Context: an optimization exercise on an open-source flow, tuned for small area, a short achievable clock period and few clock cycles per item. The choices shown serve that exercise and are no tape-out recipe. Where RTL was checked, it was by simulation tests only, not by an equivalence proof against the original.

==> cedar: inputs <==
==> flow/design.v <==
`timescale 1ns/1ps
module linear_equation_solver_3x3 #(
    parameter DATA_WIDTH = 16,
    parameter MAX_ITER = 40,
    parameter FRAC_BITS = 8
)(
    input wire clk,
    input wire rst,
    input wire start,
    input wire [DATA_WIDTH-1:0] a_data,
    input wire [3:0] a_addr,
    input wire a_wen,
    input wire [DATA_WIDTH-1:0] b_data,
    input wire [1:0] b_addr,
    input wire b_wen,
    output reg [DATA_WIDTH-1:0] x0, x1, x2,
    output reg done
);
    reg [15:0] A [0:8];
    reg [15:0] b [0:2];
    reg [15:0] xo0, xo1, xo2;           
    always @(posedge clk) begin
        if (a_wen)
            A[a_addr] <= a_data;
        if (b_wen)
            b[b_addr] <= b_data;
    end
    function [15:0] abs16;
        input [15:0] v;
        abs16 = v[15] ? (~v + 16'd1) : v;
    endfunction
    function [3:0] lzc16;
        input [15:0] v;
        integer n;
        begin
            lzc16 = 4'd0;
            for (n = 0; n < 16; n = n + 1)
                if (v[n]) lzc16 = 4'd15 - n[3:0];
        end
    endfunction
    reg  [2:0]  rvalid;
    reg  [17:0] rr0, rr1, rr2;
    reg  [3:0]  sr0, sr1, sr2;
    reg         eng_busy;
    reg  [1:0]  eng_row;
    reg  [1:0]  eng_cnt;
    reg  [15:0] eng_dn;
    reg  [15:0] eng_r;
    reg       dw_q;
    reg [1:0] dw_row;
    always @(posedge clk) begin
        dw_q   <= a_wen && (a_addr == 4'd0 || a_addr == 4'd4 || a_addr == 4'd8);
        dw_row <= (a_addr == 4'd0) ? 2'd0 : (a_addr == 4'd4) ? 2'd1 : 2'd2;
    end
    wire [1:0] pick = dw_q ? dw_row : !rvalid[0] ? 2'd0 : !rvalid[1] ? 2'd1 : 2'd2;
    wire       need = dw_q || ~&rvalid;
    wire [15:0] pick_d = abs16(pick == 2'd0 ? A[0] : pick == 2'd1 ? A[4] : A[8]);
    wire [3:0]  pick_s = lzc16(pick_d);
    wire dw_hit = dw_q && dw_row == eng_row;
    wire [17:0] eng_q = (eng_row == 2'd0) ? rr0 : (eng_row == 2'd1) ? rr1 : rr2;
    reg [15:0] st_r;
    reg [17:0] st_q;
    reg [17:0] st_d;
    integer k;
    always @* begin
        st_r = eng_r;
        st_q = eng_q;
        for (k = 0; k < 6; k = k + 1) begin
            st_d = {1'b0, st_r, 1'b1} - {2'b00, eng_dn};
            st_q = {st_q[16:0], !st_d[17]};
            st_r = st_d[17] ? {st_r[14:0], 1'b1} : st_d[15:0];
        end
    end
    wire eng_fin  = eng_busy && eng_cnt == 2'd2;
    wire eng_load = !eng_busy && need;
    always @(posedge clk or posedge rst) begin
        if (rst) begin
            rvalid <= 3'b000;
            eng_busy <= 1'b0;
        end else begin
            if (eng_busy) begin
                if (dw_hit || eng_fin)
                    eng_busy <= 1'b0;
                if (eng_fin && !dw_hit)
                    rvalid[eng_row] <= 1'b1;
            end else if (need) begin
                eng_busy <= 1'b1;
            end
            if (dw_q)
                rvalid[dw_row] <= 1'b0;
        end
    end
    always @(posedge clk) begin
        if (eng_busy) begin
            eng_r <= st_r;
            eng_cnt <= eng_cnt + 2'd1;
            case (eng_row)
                2'd0: rr0 <= st_q;
                2'd1: rr1 <= st_q;
                default: rr2 <= st_q;
            endcase
        end else begin
            eng_row <= pick;
            eng_cnt <= 2'd0;
            eng_dn <= pick_d << pick_s;
            eng_r <= 16'h7fff;
            if (need) begin
                case (pick)
                    2'd0: sr0 <= pick_s;
                    2'd1: sr1 <= pick_s;
                    default: sr2 <= pick_s;
                endcase
            end
        end
    end
    reg        running;
    reg [5:0]  it;         
    reg [1:0]  pos;        
    reg [1:0]  row1;       
    reg        replay;     
    reg        first1;     
    reg        zero_x;     
    reg        v2, slow2, sgn2, zero2, par2, end2, last2, first2;
    reg [1:0]  row2, pos2;
    reg [18:0] t2;
    reg [16:0] ylo2;
    reg [7:0]  mlo2;
    reg [15:0] rhi;
    reg        acc1, acc2;
    wire rd_even = it[0];    
    wire [15:0] xr0 = rd_even ? x0 : xo0;
    wire [15:0] xr1 = rd_even ? x1 : xo1;
    wire [15:0] xr2 = rd_even ? x2 : xo2;
    wire [1:0]  r1 = replay ? row2 : row1;
    wire [15:0] opa1 = (row1 == 2'd0) ? A[1] : (row1 == 2'd1) ? A[3] : A[6];
    wire [15:0] opx1 = first1 ? 16'd0 : (row1 == 2'd0) ? xr1 : xr0;
    wire [15:0] opa2 = (row1 == 2'd0) ? A[2] : (row1 == 2'd1) ? A[5] : A[7];
    wire [15:0] opx2 = first1 ? 16'd0 : (row1 == 2'd2) ? xr1 : xr2;
    wire [15:0] bi   = (row1 == 2'd0) ? b[0] : (row1 == 2'd1) ? b[1] : b[2];
    wire [15:0] di   = (row1 == 2'd0) ? A[0] : (row1 == 2'd1) ? A[4] : A[8];
    wire signed [31:0] p1 = $signed(opa1) * $signed(opx1);
    wire signed [31:0] p2 = $signed(opa2) * $signed(opx2);
    wire [23:0] num = {{8{bi[15]}}, bi} - p1[31:8] - p2[31:8];
    wire        sgn_n = num[23];
    wire [23:0] mag = sgn_n ? (~num + 24'd1) : num;
    wire [15:0] dabs1 = abs16(di);
    wire        zero1 = (di == 16'd0);
    wire        fast1 = zero1 || (mag[23:8] < dabs1);
    wire [3:0]  s1 = (r1 == 2'd0) ? sr0 : (r1 == 2'd1) ? sr1 : sr2;
    wire [31:0] y1 = replay ? {rhi, mlo2, 8'd0} :
                     fast1  ? {mag, 8'd0} : {16'd0, mag[23:8]};
    wire [31:0] ys1 = y1 << s1;
    wire [18:0] t1 = ys1[31:13];
    wire rready = (row1 == 2'd0 ? rvalid[0] : row1 == 2'd1 ? rvalid[1] : rvalid[2]) ||
                  (eng_fin && eng_row == row1);
    wire [17:0] rc2 = (row2 == 2'd0) ? rr0 : (row2 == 2'd1) ? rr1 : rr2;
    wire [15:0] d2  = abs16((row2 == 2'd0) ? A[0] : (row2 == 2'd1) ? A[4] : A[8]);
    reg [36:0] prod2;
    integer pi;
    always @* begin
        prod2 = 37'd0;
        for (pi = 0; pi < 19; pi = pi + 1)
            prod2 = prod2 + ((t2[pi] ? ({19'd0, rc2} << pi) : 37'd0) & ~37'h3fff);
    end
    wire [16:0] q0 = prod2[36:20];
    wire [33:0] qd_full = q0 * d2;
    wire [16:0] r0 = ylo2 - qd_full[16:0];
    wire        ge = (r0 >= {1'b0, d2});
    wire [15:0] q  = q0[15:0] + {15'd0, ge};
    wire [16:0] rem = ge ? (r0 - {1'b0, d2}) : r0;
    wire [15:0] xn = zero2 ? 16'd0 : sgn2 ? (~q + 16'd1) : q;
    wire [15:0] x_same  = (row2 == 2'd0) ? (par2 ? xo0 : x0) :
                          (row2 == 2'd1) ? (par2 ? xo1 : x1) : (par2 ? xo2 : x2);
    wire [15:0] x_other = (row2 == 2'd0) ? (par2 ? x0 : xo0) :
                          (row2 == 2'd1) ? (par2 ? x1 : xo1) : (par2 ? x2 : xo2);
    wire eq1 = (xn == x_other);
    wire eq2 = (xn == x_same) && !first2;
    wire wb  = v2 && !slow2;
    wire fin = wb && end2 && ((acc1 && eq1) || (acc2 && eq2) || last2);
    wire issue = running && !replay && !(v2 && slow2) && rready;
    always @(posedge clk or posedge rst) begin
        if (rst) begin
            running <= 1'b0;
            done <= 1'b0;
            v2 <= 1'b0;
            replay <= 1'b0;
            x0 <= 16'd0; x1 <= 16'd0; x2 <= 16'd0;
        end else begin
            if (wb && !par2) begin
                case (row2)
                    2'd0: x0 <= xn;
                    2'd1: x1 <= xn;
                    default: x2 <= xn;
                endcase
            end
            if (replay)
                replay <= 1'b0;
            else if (v2 && slow2)
                replay <= 1'b1;
            if (replay)
                v2 <= 1'b1;
            else if (v2 && slow2)
                v2 <= 1'b0;
            else
                v2 <= issue;
            if (fin) begin
                running <= 1'b0;
                done <= 1'b1;
                v2 <= 1'b0;
            end
            if (zero_x) begin
                x0 <= 16'd0; x1 <= 16'd0; x2 <= 16'd0;
            end
            if (!running && start) begin
                running <= 1'b1;
                done <= 1'b0;
                v2 <= 1'b0;
                replay <= 1'b0;
            end
        end
    end
    always @(posedge clk) begin
        if (wb && par2) begin
            case (row2)
                2'd0: xo0 <= xn;
                2'd1: xo1 <= xn;
                default: xo2 <= xn;
            endcase
        end
        if (wb) begin
            if (pos2 == 2'd0) begin
                acc1 <= eq1; acc2 <= eq2;
            end else begin
                acc1 <= acc1 & eq1; acc2 <= acc2 & eq2;
            end
        end
        if (replay) begin
            slow2 <= 1'b0;
            t2 <= t1;
            ylo2 <= y1[16:0];
        end else if (v2 && slow2) begin
            rhi <= rem[15:0];
        end else if (issue) begin
            slow2 <= !fast1;
            row2 <= row1;
            pos2 <= pos;
            par2 <= it[0];
            end2 <= (pos == 2'd2);
            last2 <= (it == MAX_ITER);
            first2 <= (it == 6'd1);
            sgn2 <= sgn_n ^ di[15];
            zero2 <= zero1;
            t2 <= t1;
            ylo2 <= y1[16:0];
            mlo2 <= mag[7:0];
            if (pos == 2'd2) begin
                pos <= 2'd0;
                it <= it + 6'd1;
            end else begin
                pos <= pos + 2'd1;
                row1 <= (row1 == 2'd2) ? 2'd0 : row1 + 2'd1;
            end
        end
        zero_x <= !running && start;
        if (issue && pos == 2'd2)
            first1 <= 1'b0;
        if (!running && start) begin
            it <= 6'd1;
            pos <= 2'd0;
            row1 <= 2'd0;
            first1 <= 1'b1;
        end
    end
endmodule
==> flow/run.sh <==
#!/bin/bash
# synth_recipe.tcl (not shown) runs the flow's synth.tcl, then flattens the netlist and writes it again
# the make line also repeats each setting of config.mk as NAME=value (left out here)
make -C /OpenROAD-flow-scripts/flow DESIGN_CONFIG=/design/flow/config.mk WORK_HOME=/design/flow/orfs CLKGATE_MAP_FILE= SYNTH_SCRIPT=/design/flow/synth_recipe.tcl finish
==> flow/config.mk <==
export PLATFORM = sky130hd
export DESIGN_NAME = linear_equation_solver_3x3
export DESIGN_NICKNAME = linear_equation_solver_3x3
export VERILOG_FILES = /design/flow/design.v
export SDC_FILE = /design/flow/constraint.sdc
export NUM_CORES = 4
export LEC_CHECK = 0
export ABC_AREA = 1
export CAP_MARGIN = 20
export CORE_MARGIN = 2
export CORE_UTILIZATION = 60
export PLACE_DENSITY = 0.7
export SETUP_SLACK_MARGIN = 5
export SLEW_MARGIN = 20
==> flow/constraint.sdc <==
create_clock -name core_clock -period 110.0 [get_ports {clk}]
set_input_delay 22.0000 -clock core_clock [delete_from_list [all_inputs] [get_ports {clk}]]
set_output_delay 22.0000 -clock core_clock [all_outputs]
set_load 0.01 [all_outputs]
==> inputs of lagoon, as changes to cedar <==
--- a/flow/design.v
+++ b/flow/design.v
@@ -47,4 +47,5 @@
     reg  [15:0] eng_dn;
     reg  [15:0] eng_r;
+    reg  [17:0] eng_q;
     reg       dw_q;
     reg [1:0] dw_row;
@@ -58,8 +59,7 @@
     wire [3:0]  pick_s = lzc16(pick_d);
     wire dw_hit = dw_q && dw_row == eng_row;
-    wire [17:0] eng_q = (eng_row == 2'd0) ? rr0 : (eng_row == 2'd1) ? rr1 : rr2;
     reg [15:0] st_r;
     reg [17:0] st_q;
-    reg [17:0] st_d;
+    reg [16:0] st_t;
     integer k;
     always @* begin
@@ -67,7 +67,12 @@
         st_q = eng_q;
         for (k = 0; k < 6; k = k + 1) begin
-            st_d = {1'b0, st_r, 1'b1} - {2'b00, eng_dn};
-            st_q = {st_q[16:0], !st_d[17]};
-            st_r = st_d[17] ? {st_r[14:0], 1'b1} : st_d[15:0];
+            st_t = {st_r, 1'b1};
+            if (st_t >= {1'b0, eng_dn}) begin
+                st_r = st_t[15:0] - eng_dn;
+                st_q = {st_q[16:0], 1'b1};
+            end else begin
+                st_r = st_t[15:0];
+                st_q = {st_q[16:0], 1'b0};
+            end
         end
     end
@@ -94,10 +99,13 @@
         if (eng_busy) begin
             eng_r <= st_r;
+            eng_q <= st_q;
             eng_cnt <= eng_cnt + 2'd1;
-            case (eng_row)
-                2'd0: rr0 <= st_q;
-                2'd1: rr1 <= st_q;
-                default: rr2 <= st_q;
-            endcase
+            if (eng_fin) begin
+                case (eng_row)
+                    2'd0: rr0 <= st_q;
+                    2'd1: rr1 <= st_q;
+                    default: rr2 <= st_q;
+                endcase
+            end
         end else begin
             eng_row <= pick;
@@ -105,4 +113,5 @@
             eng_dn <= pick_d << pick_s;
             eng_r <= 16'h7fff;
+            eng_q <= 18'd0;
             if (need) begin
                 case (pick)
@@ -119,6 +128,4 @@
     reg [1:0]  row1;       
     reg        replay;     
-    reg        first1;     
-    reg        zero_x;     
     reg        v2, slow2, sgn2, zero2, par2, end2, last2, first2;
     reg [1:0]  row2, pos2;
@@ -134,7 +141,7 @@
     wire [1:0]  r1 = replay ? row2 : row1;
     wire [15:0] opa1 = (row1 == 2'd0) ? A[1] : (row1 == 2'd1) ? A[3] : A[6];
-    wire [15:0] opx1 = first1 ? 16'd0 : (row1 == 2'd0) ? xr1 : xr0;
+    wire [15:0] opx1 = (row1 == 2'd0) ? xr1 : xr0;
     wire [15:0] opa2 = (row1 == 2'd0) ? A[2] : (row1 == 2'd1) ? A[5] : A[7];
-    wire [15:0] opx2 = first1 ? 16'd0 : (row1 == 2'd2) ? xr1 : xr2;
+    wire [15:0] opx2 = (row1 == 2'd2) ? xr1 : xr2;
     wire [15:0] bi   = (row1 == 2'd0) ? b[0] : (row1 == 2'd1) ? b[1] : b[2];
     wire [15:0] di   = (row1 == 2'd0) ? A[0] : (row1 == 2'd1) ? A[4] : A[8];
@@ -209,7 +216,4 @@
                 v2 <= 1'b0;
             end
-            if (zero_x) begin
-                x0 <= 16'd0; x1 <= 16'd0; x2 <= 16'd0;
-            end
             if (!running && start) begin
                 running <= 1'b1;
@@ -217,4 +221,5 @@
                 v2 <= 1'b0;
                 replay <= 1'b0;
+                x0 <= 16'd0; x1 <= 16'd0; x2 <= 16'd0;
             end
         end
@@ -262,12 +267,8 @@
             end
         end
-        zero_x <= !running && start;
-        if (issue && pos == 2'd2)
-            first1 <= 1'b0;
         if (!running && start) begin
             it <= 6'd1;
             pos <= 2'd0;
             row1 <= 2'd0;
-            first1 <= 1'b1;
         end
     end
--- a/flow/config.mk
+++ b/flow/config.mk
@@ -6,9 +6,8 @@
 export NUM_CORES = 4
 export LEC_CHECK = 0
-export ABC_AREA = 1
 export CAP_MARGIN = 20
 export CORE_MARGIN = 2
-export CORE_UTILIZATION = 60
-export PLACE_DENSITY = 0.7
+export CORE_UTILIZATION = 45
+export PLACE_DENSITY = 0.6
 export SETUP_SLACK_MARGIN = 5
 export SLEW_MARGIN = 20
==> inputs of raven, as changes to cedar <==
--- a/flow/design.v
+++ b/flow/design.v
@@ -57,4 +57,8 @@
     wire [15:0] pick_d = abs16(pick == 2'd0 ? A[0] : pick == 2'd1 ? A[4] : A[8]);
     wire [3:0]  pick_s = lzc16(pick_d);
+    wire [15:0] pick_m = pick_d | (pick_d >> 1) | (pick_d >> 2) | (pick_d >> 3) |
+                         (pick_d >> 4) | (pick_d >> 5) | (pick_d >> 6) | (pick_d >> 7) |
+                         (pick_d >> 8) | (pick_d >> 9) | (pick_d >> 10) | (pick_d >> 11) |
+                         (pick_d >> 12) | (pick_d >> 13) | (pick_d >> 14) | (pick_d >> 15);
     wire dw_hit = dw_q && dw_row == eng_row;
     wire [17:0] eng_q = (eng_row == 2'd0) ? rr0 : (eng_row == 2'd1) ? rr1 : rr2;
@@ -103,6 +107,6 @@
             eng_row <= pick;
             eng_cnt <= 2'd0;
-            eng_dn <= pick_d << pick_s;
-            eng_r <= 16'h7fff;
+            eng_dn <= pick_d;
+            eng_r <= pick_m >> 1;
             if (need) begin
                 case (pick)
@@ -118,13 +122,9 @@
     reg [1:0]  pos;        
     reg [1:0]  row1;       
-    reg        replay;     
     reg        first1;     
     reg        zero_x;     
     reg        v2, slow2, sgn2, zero2, par2, end2, last2, first2;
     reg [1:0]  row2, pos2;
-    reg [18:0] t2;
-    reg [16:0] ylo2;
-    reg [7:0]  mlo2;
-    reg [15:0] rhi;
+    reg [23:0] mag2;
     reg        acc1, acc2;
     wire rd_even = it[0];    
@@ -132,5 +132,4 @@
     wire [15:0] xr1 = rd_even ? x1 : xo1;
     wire [15:0] xr2 = rd_even ? x2 : xo2;
-    wire [1:0]  r1 = replay ? row2 : row1;
     wire [15:0] opa1 = (row1 == 2'd0) ? A[1] : (row1 == 2'd1) ? A[3] : A[6];
     wire [15:0] opx1 = first1 ? 16'd0 : (row1 == 2'd0) ? xr1 : xr0;
@@ -146,12 +145,11 @@
     wire [15:0] dabs1 = abs16(di);
     wire        zero1 = (di == 16'd0);
-    wire        fast1 = zero1 || (mag[23:8] < dabs1);
-    wire [3:0]  s1 = (r1 == 2'd0) ? sr0 : (r1 == 2'd1) ? sr1 : sr2;
-    wire [31:0] y1 = replay ? {rhi, mlo2, 8'd0} :
-                     fast1  ? {mag, 8'd0} : {16'd0, mag[23:8]};
-    wire [31:0] ys1 = y1 << s1;
-    wire [18:0] t1 = ys1[31:13];
+    wire        slow1 = !zero1 && !(mag[23:8] < dabs1);
     wire rready = (row1 == 2'd0 ? rvalid[0] : row1 == 2'd1 ? rvalid[1] : rvalid[2]) ||
                   (eng_fin && eng_row == row1);
+    wire [3:0]  s2  = (row2 == 2'd0) ? sr0 : (row2 == 2'd1) ? sr1 : sr2;
+    wire [31:0] y2  = slow2 ? {16'd0, mag2[23:8]} : {mag2, 8'd0};
+    wire [31:0] ys2 = y2 << s2;
+    wire [18:0] t2  = ys2[31:13];
     wire [17:0] rc2 = (row2 == 2'd0) ? rr0 : (row2 == 2'd1) ? rr1 : rr2;
     wire [15:0] d2  = abs16((row2 == 2'd0) ? A[0] : (row2 == 2'd1) ? A[4] : A[8]);
@@ -165,5 +163,5 @@
     wire [16:0] q0 = prod2[36:20];
     wire [33:0] qd_full = q0 * d2;
-    wire [16:0] r0 = ylo2 - qd_full[16:0];
+    wire [16:0] r0 = y2[16:0] - qd_full[16:0];
     wire        ge = (r0 >= {1'b0, d2});
     wire [15:0] q  = q0[15:0] + {15'd0, ge};
@@ -178,5 +176,5 @@
     wire wb  = v2 && !slow2;
     wire fin = wb && end2 && ((acc1 && eq1) || (acc2 && eq2) || last2);
-    wire issue = running && !replay && !(v2 && slow2) && rready;
+    wire issue = running && !(v2 && slow2) && rready;
     always @(posedge clk or posedge rst) begin
         if (rst) begin
@@ -184,5 +182,4 @@
             done <= 1'b0;
             v2 <= 1'b0;
-            replay <= 1'b0;
             x0 <= 16'd0; x1 <= 16'd0; x2 <= 16'd0;
         end else begin
@@ -194,13 +191,5 @@
                 endcase
             end
-            if (replay)
-                replay <= 1'b0;
-            else if (v2 && slow2)
-                replay <= 1'b1;
-            if (replay)
-                v2 <= 1'b1;
-            else if (v2 && slow2)
-                v2 <= 1'b0;
-            else
+            if (!(v2 && slow2))
                 v2 <= issue;
             if (fin) begin
@@ -216,5 +205,4 @@
                 done <= 1'b0;
                 v2 <= 1'b0;
-                replay <= 1'b0;
             end
         end
@@ -235,12 +223,9 @@
             end
         end
-        if (replay) begin
+        if (v2 && slow2) begin
             slow2 <= 1'b0;
-            t2 <= t1;
-            ylo2 <= y1[16:0];
-        end else if (v2 && slow2) begin
-            rhi <= rem[15:0];
+            mag2[23:8] <= rem[15:0];
         end else if (issue) begin
-            slow2 <= !fast1;
+            slow2 <= slow1;
             row2 <= row1;
             pos2 <= pos;
@@ -251,7 +236,5 @@
             sgn2 <= sgn_n ^ di[15];
             zero2 <= zero1;
-            t2 <= t1;
-            ylo2 <= y1[16:0];
-            mlo2 <= mag[7:0];
+            mag2 <= mag;
             if (pos == 2'd2) begin
                 pos <= 2'd0;
==> flow/flow/run.sh (new file) <==
#!/bin/bash
# Standard layout, with two changes:
#  - after global placement, the port buffers inserted by buffer_ports are
#    re-mastered from the slow default cell to a plain buffer;
#  - the later timing repairs aim for more setup slack than the default
#    5 ns margin (same clock and constraints).
set -euo pipefail
RES=$PWD/orfs/results/$FLOW_PLATFORM/linear_equation_solver_3x3/base
bash standard.sh $RES/3_3_place_gp.odb > flow_to_gp.log 2>&1
cat > port_buffers.tcl <<EOS
read_db $RES/3_3_place_gp.odb
set n 0
set buf [[ord::get_db] findMaster sky130_fd_sc_hd__buf_4]
foreach inst [[ord::get_db_block] getInsts] {
  set name [\$inst getName]
  set master [[\$inst getMaster] getName]
  if {[regexp {^(input|output)[0-9]+\$} \$name] && [string match sky130_fd_sc_hd__clkdlybuf* \$master]} {
    \$inst swapMaster \$buf
    incr n
  }
}
puts "re-mastered \$n port buffers"
write_db $RES/3_3_place_gp.odb
EOS
openroad -no_splash -exit port_buffers.tcl > port_buffers.log 2>&1
bash standard.sh SETUP_SLACK_MARGIN=${SLACK_MARGIN:-86} finish > flow_finish.log 2>&1
==> flow/standard.sh (new file) <==
#!/bin/bash
# synth_recipe.tcl (not shown) runs the flow's synth.tcl, then flattens the netlist and writes it again
# the make line also repeats each setting of config.mk as NAME=value (left out here)
make -C /OpenROAD-flow-scripts/flow DESIGN_CONFIG=/design/flow/config.mk WORK_HOME=/design/flow/orfs CLKGATE_MAP_FILE= SYNTH_SCRIPT=/design/flow/synth_recipe.tcl "${@:-finish}"
--- a/flow/config.mk
+++ b/flow/config.mk
@@ -9,6 +9,6 @@
 export CAP_MARGIN = 20
 export CORE_MARGIN = 2
-export CORE_UTILIZATION = 60
-export PLACE_DENSITY = 0.7
+export CORE_UTILIZATION = 80
+export PLACE_DENSITY = 0.88
 export SETUP_SLACK_MARGIN = 5
 export SLEW_MARGIN = 20
removed: flow/run.sh
==> comparison <==
Sequential cell count, highest first: lagoon, cedar, raven. Clock skew: raven is higher than lagoon (0.0018 ns). Die area, lowest first: raven, cedar, lagoon. Against cedar, the via count of lagoon is smaller by 4.2%. Between cedar and lagoon, the lower synthesized cell count is in lagoon (gap about 11%, measured against lagoon). The highest global-route usage belongs to raven, the lowest to lagoon. Against cedar, the final cell count of raven is smaller by 2.8%.
Testbench counts of lagoon, summed over its fixed seeds: cycles 35,813, solves 1,200.
Testbench counts of raven, summed over its fixed seeds: cycles 35,813, solves 1,200.
The RTL of cedar was laid out without a check of its function.

static timing again, ports no longer ideal:
How much do the figures lean on ideal ports? The routed layouts below were timed once more, with nothing changed but the port constraints. Step 1, drivers: a clkbuf_16 drives clk and a buf_2 each remaining input, both assumed. Step 2 times the ports against the registers' clock, not the clock port: input delays grow and output delays shrink by t, the midpoint of the rising clock arrivals with the driver on. Three values: no drivers, after step 1, after step 2; two values: the first two.
run	t, ns	slack for setup (ns)	worst hold slack (ns)	worst register clock-pin slew, ns	worst slew at a driven data input, ns
cedar	0.708	86.312 / 86.230 / 86.036	0.422 / 0.422 / 0.422	0.07 / 0.07	0.09
lagoon	0.740	86.227 / 86.145 / 86.171	0.410 / 0.410 / 0.410	0.07 / 0.07	0.10
raven	0.695	86.755 / 86.688 / 86.349	0.462 / 0.462 / 0.462	0.08 / 0.08	0.25
After both steps setup and hold are still met in every run listed. The setup slack of raven, which loses most, moves by -0.067 ns with the drivers and by -0.406 ns with both steps.
